This is an optimization exercise on Yosys and OpenROAD, whose aim is small area, not a production implementation.
Power and IR drop assume default switching activity.

==> flow/design.v <==
module top_module (
    input wire clk,
    input wire reset,
    input wire rx,
    input wire mode_switch,
    input wire btn_up,
    input wire btn_down,
    output wire pwm_fan,
    output wire in1,
    output wire in2,
    output wire in3,
    output wire [3:0] an,
    output wire [6:0] seg,
    output wire dp
);
    localparam [6:0] U_S0 = 7'b0011010, U_S52 = 7'b0000001, U_END = 7'b1001101;
    reg rx1, rx2;
    reg busy;
    reg [6:0] cnt;
    reg [9:0] sh;       
    reg [7:0] tdf;
    always @(posedge clk or posedge reset)
        if (reset) begin rx1 <= 1'b1; rx2 <= 1'b1; end
        else begin rx1 <= rx; rx2 <= rx1; end
    wire utick = (cnt == U_END);
    always @(posedge clk)
        cnt <= busy ? {cnt[5:0], ~(cnt[0] ^ cnt[6]) ^ utick} : U_S52;
    always @(posedge clk or posedge reset)
        if (reset) busy <= 1'b0;
        else busy <= busy ? ~(utick & sh[0]) : ~rx2;
    always @(posedge clk)
        if (!busy) sh <= 10'b1000000000;
        else if (utick & ~sh[0]) sh <= {rx2, sh[9:1]};
    wire dv = ~busy & (cnt == U_S0);
    always @(posedge clk or posedge reset)
        if (reset) tdf <= 8'd0;
        else if (dv) tdf <= sh[9:2];
    localparam [16:0] C_LIM = 17'b01001010111000001;    
    reg [6:0] usp;
    reg [16:0] count;
    wire up = btn_up & (usp != 7'd99);
    wire dn = ~up & btn_down & (usp != 7'd0);
    wire active = mode_switch & (up | dn);
    wire lim = (count == C_LIM);
    always @(posedge clk)
        count <= (active & ~lim & ~reset) ? {count[15:0], ~(count[16] ^ count[2])} : 17'd0;
    always @(posedge clk or posedge reset)
        if (reset) usp <= 7'd24;
        else if (active & lim) usp <= up ? usp + 7'd1 : usp - 7'd1;
    wire [7:0] csp = mode_switch ? {1'b0, usp} : 8'd24;
    wire [8:0] dd = {1'b0, csp} - {1'b0, tdf};
    wire [7:0] d = dd[7:0];
    wire fan_en = dd[8];
    reg [7:0] e1, e2, e3, e4;
    reg f1, g;
    reg [13:0] ctl;
    always @(posedge clk or posedge reset)
        if (reset) begin e1 <= 8'd0; e3 <= 8'd0; f1 <= 1'b1; g <= 1'b0; end
        else begin e1 <= d; e3 <= e2; f1 <= 1'b0; g <= f1; end
    always @(posedge clk) begin
        e2 <= e1;
        e4 <= e3;
    end
    wire [7:0] e2x = e2 | {3'b000, g, g, 3'b000};
    always @(posedge clk or posedge reset)
        if (reset) ctl <= 14'd0;
        else ctl <= ctl + {4'b0, e2x, 2'b0} - {5'b0, e3, 1'b0} + {6'b0, e4};
    reg [15:0] pc;
    reg pwm;
    always @(posedge clk or posedge reset)
        if (reset) pc <= 16'd0;
        else pc <= pc + 16'd1;
    always @(posedge clk) pwm <= (pc[15:2] < ctl);
    assign pwm_fan = fan_en & pwm;
    assign in1 = ~(tdf < {1'b0, usp});
    assign in2 = (tdf > {1'b0, usp});
    assign in3 = ~in2;
    localparam [9:0] R_S0 = 10'b0111010011, R_END = 10'b1011101001;
    reg [9:0] rc;
    reg [1:0] sel;
    reg [3:0] sd;
    wire rtick = (rc == R_END);
    always @(posedge clk or posedge reset)
        if (reset) rc <= R_S0;
        else rc <= {rc[8:0], ~(rc[2] ^ rc[9]) ^ rtick};
    wire [1:0] sel_n = sel + {1'b0, rtick};
    always @(posedge clk or posedge reset)
        if (reset) sel <= 2'd0;
        else sel <= sel_n;
    wire [7:0] tin = mode_switch ? {1'b0, usp} : tdf;
    wire [3:0] tens = (tin / 8'd10) % 8'd10;
    wire [3:0] ones = tin % 8'd10;
    always @(posedge clk)
        sd <= (sel_n == 2'd0) ? tens : (sel_n == 2'd1) ? ones : 4'd0;
    assign an = (sel == 2'd0) ? 4'b0111 : (sel == 2'd1) ? 4'b1011 : (sel == 2'd2) ? 4'b1101 : 4'b1110;
    assign dp = (sel != 2'd1);
    reg [6:0] sg;
    always @(*)
        case (sd)
            4'd0: sg = 7'b1000000;
            4'd1: sg = 7'b1111001;
            4'd2: sg = 7'b0100100;
            4'd3: sg = 7'b0110000;
            4'd4: sg = 7'b0011001;
            4'd5: sg = 7'b0010010;
            4'd6: sg = 7'b0000010;
            4'd7: sg = 7'b1111000;
            4'd8: sg = 7'b0000000;
            4'd9: sg = 7'b0010000;
            default: sg = 7'b1111111;
        endcase
    assign seg = sg;
endmodule
make LEC_CHECK=0 ABC_AREA=1 CAP_MARGIN=20 CORE_MARGIN=2 CORE_UTILIZATION=40 CTS_BUF_LIST=sky130_fd_sc_hd__clkbuf_8 PLACE_DENSITY=0.6 SLEW_MARGIN=20 finish   # period 10.0 ns
run.sh (not shown) runs the stock make flow with config.mk's settings and CLKGATE_MAP_FILE= SYNTH_SCRIPT=/design/flow/synth_recipe.tcl, a recipe that flattens the netlist after the stock synthesis.
Rerun with:
--- a/flow/design.v
+++ b/flow/design.v
@@ -49,24 +49,23 @@
         else if (active & lim) usp <= up ? usp + 7'd1 : usp - 7'd1;
     wire [7:0] csp = mode_switch ? {1'b0, usp} : 8'd24;
     wire [8:0] dd = {1'b0, csp} - {1'b0, tdf};
     wire [7:0] d = dd[7:0];
     wire fan_en = dd[8];
-    reg [7:0] e1, e2, e3, e4;
-    reg f1, g;
+    reg [7:0] e1, e2;
+    reg [11:0] fr, fr2;
     reg [13:0] ctl;
     always @(posedge clk or posedge reset)
-        if (reset) begin e1 <= 8'd0; e3 <= 8'd0; f1 <= 1'b1; g <= 1'b0; end
-        else begin e1 <= d; e3 <= e2; f1 <= 1'b0; g <= f1; end
+        if (reset) e1 <= 8'd0;
+        else e1 <= d;
     always @(posedge clk) begin
         e2 <= e1;
-        e4 <= e3;
+        fr <= {2'b0, d, 2'b0} - {3'b0, e1, 1'b0} + {4'b0, e2};
     end
-    wire [7:0] e2x = e2 | {3'b000, g, g, 3'b000};
     always @(posedge clk or posedge reset)
-        if (reset) ctl <= 14'd0;
-        else ctl <= ctl + {4'b0, e2x, 2'b0} - {5'b0, e3, 1'b0} + {6'b0, e4};
+        if (reset) begin fr2 <= 12'd0; ctl <= 14'd0; end
+        else begin fr2 <= fr; ctl <= ctl + {{2{fr2[11]}}, fr2}; end
     reg [15:0] pc;
     reg pwm;
     always @(posedge clk or posedge reset)
         if (reset) pc <= 16'd0;
         else pc <= pc + 16'd1;
Effect: Die area increases by 4.3%. Setup slack improves by 0.15 ns. Area after synthesis increases by about 4.5%. Non-clock buffer count decreases by 1. Routed wire length increases by about 6%. Synthesized cell count increases by 7.0%. Core utilization stays flat. Clock skew hardly moves. Combinational power decreases by 21%. Global-route usage decreases by 0.42 points. Clock-buffer cell count increases by 1. Cell area increases by 4.0%. Via count increases by 7.1%.
No run of this note included a check of the RTL's function; only the layout flow was run.

==> what the ideal ports hide <==
In the flow no input, the clock included, has a driving cell. The finished layouts below were timed again as built, in two steps.
Step 1, drivers: a clkbuf_16 drives clk and a buf_2 each remaining input, both assumed.
Step 2 adds t to the input delays and takes it off the output delays; t is the mean of the earliest and latest rising clock arrival at the registers after step 1. Input paths then give back, and output paths get back, about the clock's delay inside the block.
Slacks: ideal ports / drivers / drivers and shift; pairs: ideal ports / drivers.
| run | t (ns) | setup slack, ns | worst setup path at the end | latest minus earliest clock arrival (ns) |
|---|---|---|---|---|
| the first run | 0.477 | 3.083 / 3.061 / 3.061 | input to output | 0.018 / 0.019 |
| the second run | 0.470 | 3.236 / 3.202 / 3.202 | input to output | 0.015 / 0.015 |
After both steps every run listed still meets setup and hold. For the second run, which loses most, drivers alone change the setup slack by -0.034 ns; drivers and shift together by -0.034 ns.
